Context: an optimization exercise on an open-source flow, tuned for small area and a short achievable clock period. The choices shown serve that exercise and are no tape-out recipe.
Function was checked by simulation only, so behaviour that the tests miss may differ from the original.
Power and IR drop assume default switching activity.

// ALU
module ALU(
        input               clk,
        input  logic [7:0]  number1,number2,
        input  logic [0:3]  opcode,
        output logic [15:0] resultant
    );
Size in the first run: about 610 cells after synthesis, about 37 I/O pins, ~5000 µm² of cells after synthesis.
export LEC_CHECK = 0
export ABC_AREA = 1
export CAP_MARGIN = 20
export CORE_MARGIN = 2
export CORE_UTILIZATION = 60
export CTS_BUF_LIST = sky130_fd_sc_hd__clkbuf_8
export SLEW_MARGIN = 20
export SYNTH_HIERARCHICAL = 1
export SYNTH_MINIMUM_KEEP_SIZE = 0
create_clock -name core_clock -period 38.0 [get_ports {clk}]
standard.sh (not shown) runs the stock make flow with config.mk's settings and CLKGATE_MAP_FILE= SYNTH_SCRIPT=/design/flow/synth_recipe.tcl, a recipe that flattens the netlist after the stock synthesis.
==> flow/flow/run.sh <==
#!/bin/bash
# The standard layout, with plain buf_2 cells as the port buffers.
# The whole make output goes to standard.log in the work folder.
bash standard.sh BUFFER_PORTS_ARGS="-buffer_cell sky130_fd_sc_hd__buf_2" finish > standard.log 2>&1
The first run passed the timing, DRC and antenna checks.
==> next run, changes <==
--- a/flow/design.v
+++ b/flow/design.v
@@ -99,33 +99,68 @@
     assign addsub[k] = a[k] ^ bx[k] ^ ac[k];
     assign ac[k+1] = (a[k] & bx[k]) | (a[k] & ac[k]) | (bx[k] & ac[k]);
 end endgenerate
 assign addsub[8] = ac[8];
 wire [15:0] prod;
 mul8 u_mul (.a(a), .b(b), .p(prod));
 wire [7:0] q;
 wire [7:0] rem;
 wire [9:0] b3 = {2'b00, b} + {1'b0, b, 1'b0};
 wire [3:0] x3 = {r_pre, a[4:4]};
 wire [3:0] r3;
 wire [9:0] m1_3 = {2'b00, b};
-wire [4:0] d1_3 = {1'b0, x3} - {1'b0, m1_3[3:0]};
-wire ge1_3 = ~d1_3[4] & (b < 9'd16);
+wire [3:0] y1_3 = ~m1_3[3:0];
+wire [3:0] g1_3 = x3 & y1_3;
+wire [3:0] p1_3 = x3 ^ y1_3;
+wire G1_3_0_0 = g1_3[0] | p1_3[0];
+wire G1_3_1_1 = g1_3[1];
+wire P1_3_1_1 = p1_3[1];
+wire G1_3_2_2 = g1_3[2];
+wire P1_3_2_2 = p1_3[2];
+wire G1_3_3_3 = g1_3[3];
+wire P1_3_3_3 = p1_3[3];
+wire G1_3_1_0 = G1_3_1_1 | (P1_3_1_1 & G1_3_0_0);
+wire G1_3_3_2 = G1_3_3_3 | (P1_3_3_3 & G1_3_2_2);
+wire P1_3_3_2 = P1_3_3_3 & P1_3_2_2;
+wire G1_3_3_0 = G1_3_3_2 | (P1_3_3_2 & G1_3_1_0);
+wire G1_3_2_0 = G1_3_2_2 | (P1_3_2_2 & G1_3_1_0);
+wire [3:0] ci1_3 = {G1_3_2_0, G1_3_1_0, G1_3_0_0, 1'b1};
+wire [4:0] d1_3 = {~G1_3_3_0, p1_3 ^ ci1_3};
+wire ge1_3 = G1_3_3_0 & (b < 9'd16);
 wire [0:0] qd3 = ge1_3;
 assign r3 = ge1_3 ? d1_3[3:0] : x3;
 wire [4:0] x4 = {r3, a[3:3]};
 wire [4:0] r4;
 wire [9:0] m1_4 = {2'b00, b};
-wire [5:0] d1_4 = {1'b0, x4} - {1'b0, m1_4[4:0]};
-wire ge1_4 = ~d1_4[5] & (b < 9'd32);
+wire [4:0] y1_4 = ~m1_4[4:0];
+wire [4:0] g1_4 = x4 & y1_4;
+wire [4:0] p1_4 = x4 ^ y1_4;
+wire G1_4_0_0 = g1_4[0] | p1_4[0];
+wire G1_4_1_1 = g1_4[1];
+wire P1_4_1_1 = p1_4[1];
+wire G1_4_2_2 = g1_4[2];
+wire P1_4_2_2 = p1_4[2];
+wire G1_4_3_3 = g1_4[3];
+wire P1_4_3_3 = p1_4[3];
+wire G1_4_4_4 = g1_4[4];
+wire P1_4_4_4 = p1_4[4];
+wire G1_4_1_0 = G1_4_1_1 | (P1_4_1_1 & G1_4_0_0);
+wire G1_4_3_2 = G1_4_3_3 | (P1_4_3_3 & G1_4_2_2);
+wire P1_4_3_2 = P1_4_3_3 & P1_4_2_2;
+wire G1_4_3_0 = G1_4_3_2 | (P1_4_3_2 & G1_4_1_0);
+wire G1_4_2_0 = G1_4_2_2 | (P1_4_2_2 & G1_4_1_0);
+wire G1_4_4_0 = G1_4_4_4 | (P1_4_4_4 & G1_4_3_0);
+wire [4:0] ci1_4 = {G1_4_3_0, G1_4_2_0, G1_4_1_0, G1_4_0_0, 1'b1};
+wire [5:0] d1_4 = {~G1_4_4_0, p1_4 ^ ci1_4};
+wire ge1_4 = G1_4_4_0 & (b < 9'd32);
 wire [0:0] qd4 = ge1_4;
 assign r4 = ge1_4 ? d1_4[4:0] : x4;
 wire [5:0] x5 = {r4, a[2:2]};
 wire [5:0] r5;
 wire [9:0] m1_5 = {2'b00, b};
 wire [6:0] d1_5 = {1'b0, x5} - {1'b0, m1_5[5:0]};
 wire ge1_5 = ~d1_5[6] & (b < 9'd64);
 wire [0:0] qd5 = ge1_5;
 assign r5 = ge1_5 ? d1_5[5:0] : x5;
 wire [6:0] x6 = {r5, a[1:1]};
 wire [6:0] r6;
 wire [9:0] m1_6 = {2'b00, b};
- critical path depth is unchanged
- clock skew stays flat
- clock power is lower by about a fifth
- sequential power hardly moves
- design area went down by a few percent
- total power drops by a few percent
- worst setup slack barely changes
- die area decreases slightly
- utilization goes down by 0.82 points
- sequential share of layout area goes up by 0.42 points
- first-iteration DRC count falls by about a fifth
- sequential cell count is unchanged
- global-route usage drops by 0.13 points
- via count went down by a few percent

* * *

red:
Another version of the RTL of ALU (not shown whole).
For scale: roughly 610 cells after synthesis, about 37 I/O pins.
Settings: LEC_CHECK=0, ABC_AREA=1, CAP_MARGIN=20, CORE_MARGIN=2, CORE_UTILIZATION=60, CTS_BUF_LIST=sky130_fd_sc_hd__clkbuf_8, SLEW_MARGIN=20, SYNTH_HIERARCHICAL=1, SYNTH_MINIMUM_KEEP_SIZE=0; clock period 38.0 ns.
Scripts as last shown in full above: flow/flow/run.sh
Here is what was changed in the inputs of blue compared with red.
-- flow/design.v --
<<< red, line 130
wire [6:0] r6;
wire [9:0] m1_6 = {2'b00, b};
wire [7:0] d1_6 = {1'b0, x6} - {1'b0, m1_6[6:0]};
wire ge1_6 = ~d1_6[7] & (b < 9'd128);
wire [0:0] qd6 = ge1_6;
assign r6 = ge1_6 ? d1_6[6:0] : x6;
>>> blue, line 130
wire [6:0] r6;
wire [9:0] m1_6 = {2'b00, b};
wire [6:0] y1_6 = ~m1_6[6:0];
wire [6:0] g1_6 = x6 & y1_6;
wire [6:0] p1_6 = x6 ^ y1_6;
wire G1_6_0_0 = g1_6[0] | p1_6[0];
wire G1_6_1_1 = g1_6[1];
wire P1_6_1_1 = p1_6[1];
wire G1_6_2_2 = g1_6[2];
wire P1_6_2_2 = p1_6[2];
wire G1_6_3_3 = g1_6[3];
wire P1_6_3_3 = p1_6[3];
wire G1_6_4_4 = g1_6[4];
wire P1_6_4_4 = p1_6[4];
wire G1_6_5_5 = g1_6[5];
wire P1_6_5_5 = p1_6[5];
wire G1_6_6_6 = g1_6[6];
wire P1_6_6_6 = p1_6[6];
wire G1_6_1_0 = G1_6_1_1 | (P1_6_1_1 & G1_6_0_0);
wire G1_6_3_2 = G1_6_3_3 | (P1_6_3_3 & G1_6_2_2);
wire P1_6_3_2 = P1_6_3_3 & P1_6_2_2;
wire G1_6_5_4 = G1_6_5_5 | (P1_6_5_5 & G1_6_4_4);
wire P1_6_5_4 = P1_6_5_5 & P1_6_4_4;
wire G1_6_3_0 = G1_6_3_2 | (P1_6_3_2 & G1_6_1_0);
wire G1_6_2_0 = G1_6_2_2 | (P1_6_2_2 & G1_6_1_0);
wire G1_6_4_0 = G1_6_4_4 | (P1_6_4_4 & G1_6_3_0);
wire G1_6_5_0 = G1_6_5_4 | (P1_6_5_4 & G1_6_3_0);
wire G1_6_6_0 = G1_6_6_6 | (P1_6_6_6 & G1_6_5_0);
wire [6:0] ci1_6 = {G1_6_5_0, G1_6_4_0, G1_6_3_0, G1_6_2_0, G1_6_1_0, G1_6_0_0, 1'b1};
wire [7:0] d1_6 = {~G1_6_6_0, p1_6 ^ ci1_6};
wire ge1_6 = G1_6_6_0 & (b < 9'd128);
wire [0:0] qd6 = ge1_6;
assign r6 = ge1_6 ? d1_6[6:0] : x6;
### Flow results
- Of the two values seen for cell with the biggest individual delay on the critical path, sky130_fd_sc_hd__edfxtp_1 was produced by red and sky130_fd_sc_hd__dfxtp_1 by blue.
- The final reports for blue and red show post-route minimum period higher in the former.
- Comparing red and blue, switching part of the total power is higher on red.
- red leaves more setup margin than blue.
- Comparing red and blue, number of placed cells counting well taps is lower on blue.
- blue -> red: layout sequential cell count delta 0, exact match
- Of red and blue, the lower smallest hold slack belongs to blue.
- For the cell count, blue came in 21 lower than red did.
- Post-route cell area: blue vs red, no meaningful difference
- The floorplan die height was comparable across red and blue.
- Between red and blue, the difference in count of buffers from port buffering is negligible.
- Looking only at global-route usage, and setting everything else aside, the lower value of red and blue goes to blue.
- Between red and blue, the post-layout total power is lower for blue.

* * *

## build 14
Another version of the RTL of ALU (not shown whole).
For scale: roughly 550 cells after synthesis, about 42 flip-flops, roughly 37 I/O pins, ~0.0047 mm^2 of cells after synthesis.
Settings: LEC_CHECK=0, ABC_AREA=1, CAP_MARGIN=20, CORE_MARGIN=2, CORE_UTILIZATION=60, CTS_BUF_LIST=sky130_fd_sc_hd__clkbuf_8, SLEW_MARGIN=20, SYNTH_HIERARCHICAL=1, SYNTH_MINIMUM_KEEP_SIZE=0; clock period 38.0 ns.
Scripts as last shown in full above: flow/flow/run.sh
#### Input delta (build 36 over build 14)
diff --git a/flow/design.v b/flow/design.v
--- a/flow/design.v
+++ b/flow/design.v
@@ -84,19 +84,17 @@
 reg [2:0] r_pre;
 always @(posedge clk) begin
     a  <= number1;
     b  <= number2;
     op <= opcode;
     r_pre <= pre_r;
 end
 wire [15:0] prod;
-wire [15:0] nprod;
-mul8 u_mul (.a(a), .b(b), .p(nprod));
-assign prod = ~nprod;
+mul8 u_mul (.a(a), .b(b), .p(prod));
 wire [7:0] q;
 wire [7:0] rem;
 wire [9:0] b3 = {2'b00, b} + {1'b0, b, 1'b0};
 wire [3:0] x3 = {r_pre, a[4:4]};
 wire [3:0] r3;
 wire [9:0] m1_3 = {2'b00, b};
 wire [3:0] y1_3 = ~m1_3[3:0];
 wire [3:0] g1_3 = x3 & y1_3;
@@ -410,17 +408,17 @@
 fa1 u_cpa8 (.x(s36), .y(c35), .z(cc[8]), .s(np[8]), .c(cc[9]));
 fa1 u_cpa9 (.x(s37), .y(c36), .z(cc[9]), .s(np[9]), .c(cc[10]));
 fa1 u_cpa10 (.x(s38), .y(c37), .z(cc[10]), .s(np[10]), .c(cc[11]));
 fa1 u_cpa11 (.x(s39), .y(c38), .z(cc[11]), .s(np[11]), .c(cc[12]));
 fa1 u_cpa12 (.x(s40), .y(c39), .z(cc[12]), .s(np[12]), .c(cc[13]));
 fa1 u_cpa13 (.x(s41), .y(c40), .z(cc[13]), .s(np[13]), .c(cc[14]));
 fa1 u_cpa14 (.x(pp[63]), .y(c41), .z(cc[14]), .s(np[14]), .c(cc[15]));
 assign np[15] = cc[15];
-assign p = np;    
+assign p = ~np;
 endmodule
 module ppgen(input [7:0] a, input [7:0] b, output [63:0] pp);
 genvar i, j;
 generate for (i = 0; i < 8; i = i + 1) begin : row
     for (j = 0; j < 8; j = j + 1) begin : col
         nand1 u_nand (.x(a[j]), .y(b[i]), .z(pp[8*i+j]));
     end
 end endgenerate
[summary]
Of the two candidates, build 14 has the worse worst hold margin and build 36 the better one.
Build 14 → build 36: distinct cell type count after synthesis ~0 delta; sequential share of the synthesized area decreased by 0.26 points relative to the old numbers; power +7.6%; buffer share of cell area was more or less identical; met2 wire length roughly the same.
Build 36 vs. build 14: routed wire length went up, combinational share of power grew by 0.4 points, area of the mapped netlist now sits higher, share of the final layout cell area in sequential cells went down 0.34 points.
The post-placement worst setup slack of build 36 exceeds that of build 14 by 58 ps.
Of build 14 and build 36, the run reporting the lower area growth from synthesis to layout was build 14.

afterwards: timing with drivers on the ports:
How much do the figures lean on ideal ports? The routed layouts below were timed once more, with nothing changed but the port constraints.
Step 1 (the two cells are an assumption about what drives the block):
set clk [get_ports {clk}]
set_driving_cell -lib_cell sky130_fd_sc_hd__clkbuf_16 $clk
set_driving_cell -lib_cell sky130_fd_sc_hd__buf_2 [delete_from_list [all_inputs] $clk]
Step 2 moves the port delays by t, midway between the first and last clock arrival at a register: inputs arrive t later, outputs are due t later. That takes back most of the time a late clock gives input paths.
a / b / c = ideal ports / drivers / drivers and shift; a / b = the first two.
run	t, ns	setup slack, ns	hold WS [ns]	clock arrival spread, ns
the first run of note 1	0.331	29.560 / 29.529 / 29.248	0.725 / 0.725 / 0.725	0.007 / 0.007
the second run of note 1	0.340	29.559 / 29.524 / 29.356	0.613 / 0.613 / 0.613	0.011 / 0.011
red	0.347	29.535 / 29.500 / 29.259	0.739 / 0.739 / 0.739	0.013 / 0.014
blue	0.335	29.522 / 29.522 / 29.258	0.724 / 0.724 / 0.724	0.006 / 0.006
build 14	0.336	29.433 / 29.448 / 29.112	0.621 / 0.621 / 0.621	0.008 / 0.008
build 36	0.334	29.507 / 29.521 / 29.187	0.626 / 0.626 / 0.626	0.008 / 0.008
After both steps setup and hold are still met in every run listed. For build 14, which loses most, drivers alone change the setup slack by +0.015 ns; drivers and shift together by -0.321 ns.
